This design comes from an exercise in tuning for small area and a short achievable clock period on the open sky130 flow, not from production work.
At most, simulation tests tie the RTL to the original design; equivalence was not proved.
Power is estimated from default activity; no workload was simulated.

## tundra
Design PE, start of the top module:
module PE(
    input wire CLK,
    input wire RESET,
    input wire EN,
    input wire SELECTOR,
    input wire W_EN,
    input wire signed [7:0] active_left,
    output reg signed [7:0] active_right,
    input wire signed [15:0] in_sum,
    output reg signed [15:0] out_sum,
    input wire signed [7:0] in_weight_above,
    output wire signed [7:0] out_weight_below
    );
Size in the first run: about 300 cells after synthesis, ~40 flip-flops, roughly 3400 sq um of cells after synthesis.
clock: 5.5 ns
lec_check: 0
cap_margin: 20
core_margin: 2
core_utilization: 65
gpl_timing_driven: 0
setup_slack_margin: 0.8
slew_margin: 20
synth_hierarchical: 1
standard.sh (not shown) runs the stock make flow with config.mk's settings and CLKGATE_MAP_FILE= SYNTH_SCRIPT=/design/flow/synth_recipe.tcl, a recipe that flattens the netlist after the stock synthesis.
==> flow/flow/run.sh <==
#!/bin/bash
# Standard layout with two changes: the port buffers are the smallest buffer
# cell, and clock tree synthesis inserts no dummy loads.
set -euo pipefail
export BUFFER_PORTS_ARGS="-buffer_cell sky130_fd_sc_hd__buf_1"
export CTS_ARGS="-sink_clustering_enable -repair_clock_nets -dont_use_dummy_load"
bash standard.sh finish > flow_standard.log 2>&1
tundra was carried through to the last stage, and its layout satisfied the timing, DRC and antenna checks.
Edits applied to the flow inputs when going from tundra to onyx:
-- flow/design.v --
<<< tundra, line 345
    wire G241 = g14 | (p14 & g13);
    wire P242 = p14 & p13;
    wire G243 = G233 | (P234 & G232);
    wire G244 = G237 | (P238 & G235);
    wire P245 = P238 & P236;
    wire G246 = G241 | (P242 & G239);
    wire P247 = P242 & P240;
    wire G248 = G244 | (P245 & G243);
    wire G249 = G246 | (P247 & G248);
    wire G250 = G235 | (P236 & G243);
    wire G251 = G239 | (P240 & G248);
    wire G252 = g5 | (p5 & G232);
    wire G253 = g7 | (p7 & G243);
    wire G254 = g9 | (p9 & G250);
    wire G255 = g11 | (p11 & G248);
    wire G256 = g13 | (p13 & G251);
    wire G257 = g15 | (p15 & G249);
    pe_xor2 u_x258 (.a(p4), .b(rc218), .y(sum[4]));
    pe_xor2 u_x259 (.a(p5), .b(G232), .y(sum[5]));
    pe_xor2 u_x260 (.a(p6), .b(G252), .y(sum[6]));
    pe_xor2 u_x261 (.a(p7), .b(G243), .y(sum[7]));
    pe_xor2 u_x262 (.a(p8), .b(G253), .y(sum[8]));
    pe_xor2 u_x263 (.a(p9), .b(G250), .y(sum[9]));
    pe_xor2 u_x264 (.a(p10), .b(G254), .y(sum[10]));
    pe_xor2 u_x265 (.a(p11), .b(G248), .y(sum[11]));
    pe_xor2 u_x266 (.a(p12), .b(G255), .y(sum[12]));
    pe_xor2 u_x267 (.a(p13), .b(G251), .y(sum[13]));
    pe_xor2 u_x268 (.a(p14), .b(G256), .y(sum[14]));
    pe_xnor2 u_x269 (.a(p15), .b(G249), .y(sum[15]));
    always @(negedge RESET or posedge CLK) begin
        if (~RESET) begin
>>> onyx, line 345
    wire G241 = g14 | (p14 & g13);
    wire P242 = p14 & p13;
    wire G243 = g5 | (p5 & G232);
    wire G244 = G233 | (P234 & G232);
    wire G245 = g9 | (p9 & G235);
    wire P246 = p9 & P236;
    wire G247 = G237 | (P238 & G235);
    wire P248 = P238 & P236;
    wire G249 = g13 | (p13 & G239);
    wire P250 = p13 & P240;
    wire G251 = G241 | (P242 & G239);
    wire P252 = P242 & P240;
    wire G253 = g7 | (p7 & G244);
    wire G254 = G235 | (P236 & G244);
    wire G255 = G245 | (P246 & G244);
    wire G256 = G247 | (P248 & G244);
    wire G257 = g15 | (p15 & G251);
    wire P258 = p15 & P252;
    wire G259 = g11 | (p11 & G256);
    wire G260 = G239 | (P240 & G256);
    wire G261 = G249 | (P250 & G256);
    wire G262 = G251 | (P252 & G256);
    wire G263 = G257 | (P258 & G256);
    pe_xor2 u_x264 (.a(p4), .b(rc218), .y(sum[4]));
    pe_xor2 u_x265 (.a(p5), .b(G232), .y(sum[5]));
    pe_xor2 u_x266 (.a(p6), .b(G243), .y(sum[6]));
    pe_xor2 u_x267 (.a(p7), .b(G244), .y(sum[7]));
    pe_xor2 u_x268 (.a(p8), .b(G253), .y(sum[8]));
    pe_xor2 u_x269 (.a(p9), .b(G254), .y(sum[9]));
    pe_xor2 u_x270 (.a(p10), .b(G255), .y(sum[10]));
    pe_xor2 u_x271 (.a(p11), .b(G256), .y(sum[11]));
    pe_xor2 u_x272 (.a(p12), .b(G259), .y(sum[12]));
    pe_xor2 u_x273 (.a(p13), .b(G260), .y(sum[13]));
    pe_xor2 u_x274 (.a(p14), .b(G261), .y(sum[14]));
    pe_xnor2 u_x275 (.a(p15), .b(G262), .y(sum[15]));
    always @(negedge RESET or posedge CLK) begin
        if (~RESET) begin
[summary]
- Going from tundra to onyx, post-synthesis cell area essentially unchanged; number of gates resized after CTS increased 10; slack of the critical path decreased 0.18 ns; overall power consumption increased about 11%; net switching fraction of the power decreased 1.1 points.
- tundra has lower power in combinational cells than onyx.
- Logic depth of the worst path, buffers included: onyx vs tundra up 3
- tundra reports its origin of the worst setup path as SELECTOR while onyx reports active_left[1].
Only the layout flow was run in onyx; the RTL was not checked for function there.

## main
Another version of the RTL of PE (not shown whole).
For scale: ~290 cells after synthesis, roughly 40 flip-flops, roughly 69 I/O pins, about 0.0035 mm2 of cells after synthesis.
Settings: LEC_CHECK=0, CAP_MARGIN=20, CORE_MARGIN=2, CORE_UTILIZATION=65, GPL_TIMING_DRIVEN=0, SETUP_SLACK_MARGIN=0.7, SLEW_MARGIN=20, SYNTH_HIERARCHICAL=1; clock period 5.5 ns.
Scripts as last shown in full above: flow/flow/run.sh
For the feature branch, these inputs were changed with respect to main:
-- flow/design.v --
<<< main, line 342
    wire G245 = g14 | (p14 & g13);
    wire P246 = p14 & p13;
    wire G247 = g5 | (p5 & G236);
    wire G248 = G237 | (P238 & G236);
    wire G249 = g9 | (p9 & G239);
    wire P250 = p9 & P240;
    wire G251 = G241 | (P242 & G239);
    wire P252 = P242 & P240;
    wire G253 = g13 | (p13 & G243);
    wire P254 = p13 & P244;
    wire G255 = G245 | (P246 & G243);
    wire P256 = P246 & P244;
    wire G257 = g7 | (p7 & G248);
    wire G258 = G239 | (P240 & G248);
    wire G259 = G249 | (P250 & G248);
    wire G260 = G251 | (P252 & G248);
    wire G261 = g15 | (p15 & G255);
    wire P262 = p15 & P256;
    wire G263 = g11 | (p11 & G260);
    wire G264 = G243 | (P244 & G260);
    wire G265 = G253 | (P254 & G260);
    wire G266 = G255 | (P256 & G260);
    wire G267 = G261 | (P262 & G260);
    pe_xor2 u_x268 (.a(p4), .b(rc222), .y(sum[4]));
    pe_xor2 u_x269 (.a(p5), .b(G236), .y(sum[5]));
    pe_xor2 u_x270 (.a(p6), .b(G247), .y(sum[6]));
    pe_xor2 u_x271 (.a(p7), .b(G248), .y(sum[7]));
    pe_xor2 u_x272 (.a(p8), .b(G257), .y(sum[8]));
    pe_xor2 u_x273 (.a(p9), .b(G258), .y(sum[9]));
    pe_xor2 u_x274 (.a(p10), .b(G259), .y(sum[10]));
    pe_xor2 u_x275 (.a(p11), .b(G260), .y(sum[11]));
    pe_xor2 u_x276 (.a(p12), .b(G263), .y(sum[12]));
    pe_xor2 u_x277 (.a(p13), .b(G264), .y(sum[13]));
    pe_xor2 u_x278 (.a(p14), .b(G265), .y(sum[14]));
    pe_xnor2 u_x279 (.a(p15), .b(G266), .y(sum[15]));
    always @(negedge RESET or posedge CLK) begin
        if (~RESET) begin
>>> the feature branch, line 342
    wire G245 = g14 | (p14 & g13);
    wire P246 = p14 & p13;
    wire G247 = G237 | (P238 & G236);
    wire G248 = G241 | (P242 & G239);
    wire P249 = P242 & P240;
    wire G250 = G245 | (P246 & G243);
    wire P251 = P246 & P244;
    wire G252 = G248 | (P249 & G247);
    wire G253 = G250 | (P251 & G252);
    wire G254 = G239 | (P240 & G247);
    wire G255 = G243 | (P244 & G252);
    wire G256 = g5 | (p5 & G236);
    wire G257 = g7 | (p7 & G247);
    wire G258 = g9 | (p9 & G254);
    wire G259 = g11 | (p11 & G252);
    wire G260 = g13 | (p13 & G255);
    wire G261 = g15 | (p15 & G253);
    pe_xor2 u_x262 (.a(p4), .b(rc222), .y(sum[4]));
    pe_xor2 u_x263 (.a(p5), .b(G236), .y(sum[5]));
    pe_xor2 u_x264 (.a(p6), .b(G256), .y(sum[6]));
    pe_xor2 u_x265 (.a(p7), .b(G247), .y(sum[7]));
    pe_xor2 u_x266 (.a(p8), .b(G257), .y(sum[8]));
    pe_xor2 u_x267 (.a(p9), .b(G254), .y(sum[9]));
    pe_xor2 u_x268 (.a(p10), .b(G258), .y(sum[10]));
    pe_xor2 u_x269 (.a(p11), .b(G252), .y(sum[11]));
    pe_xor2 u_x270 (.a(p12), .b(G259), .y(sum[12]));
    pe_xor2 u_x271 (.a(p13), .b(G255), .y(sum[13]));
    pe_xor2 u_x272 (.a(p14), .b(G260), .y(sum[14]));
    pe_xnor2 u_x273 (.a(p15), .b(G253), .y(sum[15]));
    always @(negedge RESET or posedge CLK) begin
        if (~RESET) begin
Findings:
- Number of buffers added by the clock tree synthesis step: main vs the feature branch identical
- On die footprint, main tracks the feature branch almost exactly.
- Looking at clock period minus worst slack, the feature branch sits below main.
- Looking at main and the feature branch, the clock distribution area overhead in the final layout is a wash.
- Re setup slack: main was lower than the feature branch.
- Compare main and the feature branch | maximum frequency from static timing analysis higher: the feature branch
- Compared with main, the feature branch shows a higher total nets after synthesis.
- Compared with main, the feature branch improves total non-filler cell area in the finished layout.
- Row power: the feature branch lower / main higher
No functional check of the RTL was part of main.

== alpha ==
Another version of the RTL of PE (not shown whole).
For scale: roughly 69 I/O pins, about 0.0035 mm^2 of cells after synthesis.
clock: 5.5 ns
lec_check: 0
cap_margin: 20
core_margin: 2
core_utilization: 65
gpl_timing_driven: 0
setup_slack_margin: 0.7
slew_margin: 20
synth_hierarchical: 1
Scripts as last shown in full above: flow/flow/run.sh
Here is what was changed in the inputs of beta compared with alpha.
--- a/flow/design.v
+++ b/flow/design.v
@@ -375,57 +375,51 @@
     pe_ha u_x257 (.a(rx[15]), .b(ry[15]), .s(p15), .co(g15));
     wire G258 = g4 | (p4 & rc244);
     wire G259 = g6 | (p6 & g5);
     wire P260 = p6 & p5;
     wire G261 = g8 | (p8 & g7);
     wire P262 = p8 & p7;
     wire G263 = g10 | (p10 & g9);
     wire P264 = p10 & p9;
     wire G265 = g12 | (p12 & g11);
     wire P266 = p12 & p11;
     wire G267 = g14 | (p14 & g13);
     wire P268 = p14 & p13;
-    wire G269 = g5 | (p5 & G258);
-    wire G270 = G259 | (P260 & G258);
-    wire G271 = g9 | (p9 & G261);
-    wire P272 = p9 & P262;
-    wire G273 = G263 | (P264 & G261);
-    wire P274 = P264 & P262;
-    wire G275 = g13 | (p13 & G265);
-    wire P276 = p13 & P266;
-    wire G277 = G267 | (P268 & G265);
-    wire P278 = P268 & P266;
-    wire G279 = g7 | (p7 & G270);
-    wire G280 = G261 | (P262 & G270);
-    wire G281 = G271 | (P272 & G270);
-    wire G282 = G273 | (P274 & G270);
-    wire G283 = g15 | (p15 & G277);
-    wire P284 = p15 & P278;
-    wire G285 = g11 | (p11 & G282);
-    wire G286 = G265 | (P266 & G282);
-    wire G287 = G275 | (P276 & G282);
-    wire G288 = G277 | (P278 & G282);
-    wire G289 = G283 | (P284 & G282);
-    pe_xor2 u_x290 (.a(p4), .b(rc244), .y(sum[4]));
-    pe_xor2 u_x291 (.a(p5), .b(G258), .y(sum[5]));
-    pe_xor2 u_x292 (.a(p6), .b(G269), .y(sum[6]));
-    pe_xor2 u_x293 (.a(p7), .b(G270), .y(sum[7]));
-    pe_xor2 u_x294 (.a(p8), .b(G279), .y(sum[8]));
-    pe_xor2 u_x295 (.a(p9), .b(G280), .y(sum[9]));
-    pe_xor2 u_x296 (.a(p10), .b(G281), .y(sum[10]));
-    pe_xor2 u_x297 (.a(p11), .b(G282), .y(sum[11]));
-    pe_xor2 u_x298 (.a(p12), .b(G285), .y(sum[12]));
-    pe_xor2 u_x299 (.a(p13), .b(G286), .y(sum[13]));
-    pe_xor2 u_x300 (.a(p14), .b(G287), .y(sum[14]));
-    pe_xnor2 u_x301 (.a(p15), .b(G288), .y(sum[15]));
+    wire G269 = G259 | (P260 & G258);
+    wire G270 = G263 | (P264 & G261);
+    wire P271 = P264 & P262;
+    wire G272 = G267 | (P268 & G265);
+    wire P273 = P268 & P266;
+    wire G274 = G270 | (P271 & G269);
+    wire G275 = G272 | (P273 & G274);
+    wire G276 = G261 | (P262 & G269);
+    wire G277 = G265 | (P266 & G274);
+    wire G278 = g5 | (p5 & G258);
+    wire G279 = g7 | (p7 & G269);
+    wire G280 = g9 | (p9 & G276);
+    wire G281 = g11 | (p11 & G274);
+    wire G282 = g13 | (p13 & G277);
+    wire G283 = g15 | (p15 & G275);
+    pe_xor2 u_x284 (.a(p4), .b(rc244), .y(sum[4]));
+    pe_xor2 u_x285 (.a(p5), .b(G258), .y(sum[5]));
+    pe_xor2 u_x286 (.a(p6), .b(G278), .y(sum[6]));
+    pe_xor2 u_x287 (.a(p7), .b(G269), .y(sum[7]));
+    pe_xor2 u_x288 (.a(p8), .b(G279), .y(sum[8]));
+    pe_xor2 u_x289 (.a(p9), .b(G276), .y(sum[9]));
+    pe_xor2 u_x290 (.a(p10), .b(G280), .y(sum[10]));
+    pe_xor2 u_x291 (.a(p11), .b(G274), .y(sum[11]));
+    pe_xor2 u_x292 (.a(p12), .b(G281), .y(sum[12]));
+    pe_xor2 u_x293 (.a(p13), .b(G277), .y(sum[13]));
+    pe_xor2 u_x294 (.a(p14), .b(G282), .y(sum[14]));
+    pe_xnor2 u_x295 (.a(p15), .b(G275), .y(sum[15]));
     always @(negedge RESET or posedge CLK) begin
         if (~RESET) begin
             out_sum <= 0;
             active_right <= 0;
             weight_1 <= 0;
             weight_2 <= 0;
         end else begin
             out_sum <= sum;
             active_right <= ar_d;
             weight_1 <= w1_d;
             weight_2 <= w2_d;
         end
Results
- [compare] base=alpha new=beta: cell count after synthesis went up 6; layout-stage area growth over the synthesis result decreased by 5.2 points relative to the old numbers; initial cell density of the core now sits at about the same level; die area ~0 delta; core utilization went down by 3.4 points.
- Max number of stages on the worst setup path across alpha and beta: alpha
- Worst hold-check slack (beta over alpha): increase, 3.1 ps
- From alpha to beta the numbers moved as follows: power consumption decreased by 1.7% relative to the old numbers; setup slack of the critical path after layout barely changed.
No functional check of the RTL was part of alpha.

afterwards: timing with drivers on the ports:
The flow's constraints put no driver on any port. The routed layouts listed below were extracted and timed again, unchanged, in two steps. Step 1 sets driving cells, clkbuf_16 on the clock port and buf_2 on the other inputs (assumed; they add their load-dependent delay and slew). Step 2 also shifts input and output timing later by t, the mid clock arrival at the registers, as if the neighbouring blocks saw the same clock. Three values: ideal ports, drivers, drivers and shift; two values: the first two.
run	t, ns	slack for setup (ns)	hold slack, ns	slew at the worst register clock pin (ns)	worst slew at a driven data input, ns
tundra	0.316	0.999 / 0.988 / 0.672	0.496 / 0.496 / 0.496	0.08 / 0.08	0.05
onyx	0.317	0.819 / 0.802 / 0.486	0.495 / 0.495 / 0.495	0.08 / 0.08	0.06
main	0.314	0.784 / 0.738 / 0.424	0.499 / 0.499 / 0.499	0.08 / 0.08	0.07
the feature branch	0.321	0.845 / 0.836 / 0.515	0.500 / 0.500 / 0.500	0.08 / 0.08	0.04
alpha	0.315	0.810 / 0.667 / 0.352	0.497 / 0.497 / 0.497	0.09 / 0.09	0.17
beta	0.312	0.808 / 0.768 / 0.455	0.500 / 0.500 / 0.500	0.08 / 0.08	0.07
After both steps every run listed still meets setup and hold. For alpha, which loses most, drivers alone change the setup slack by -0.143 ns; drivers and shift together by -0.458 ns.
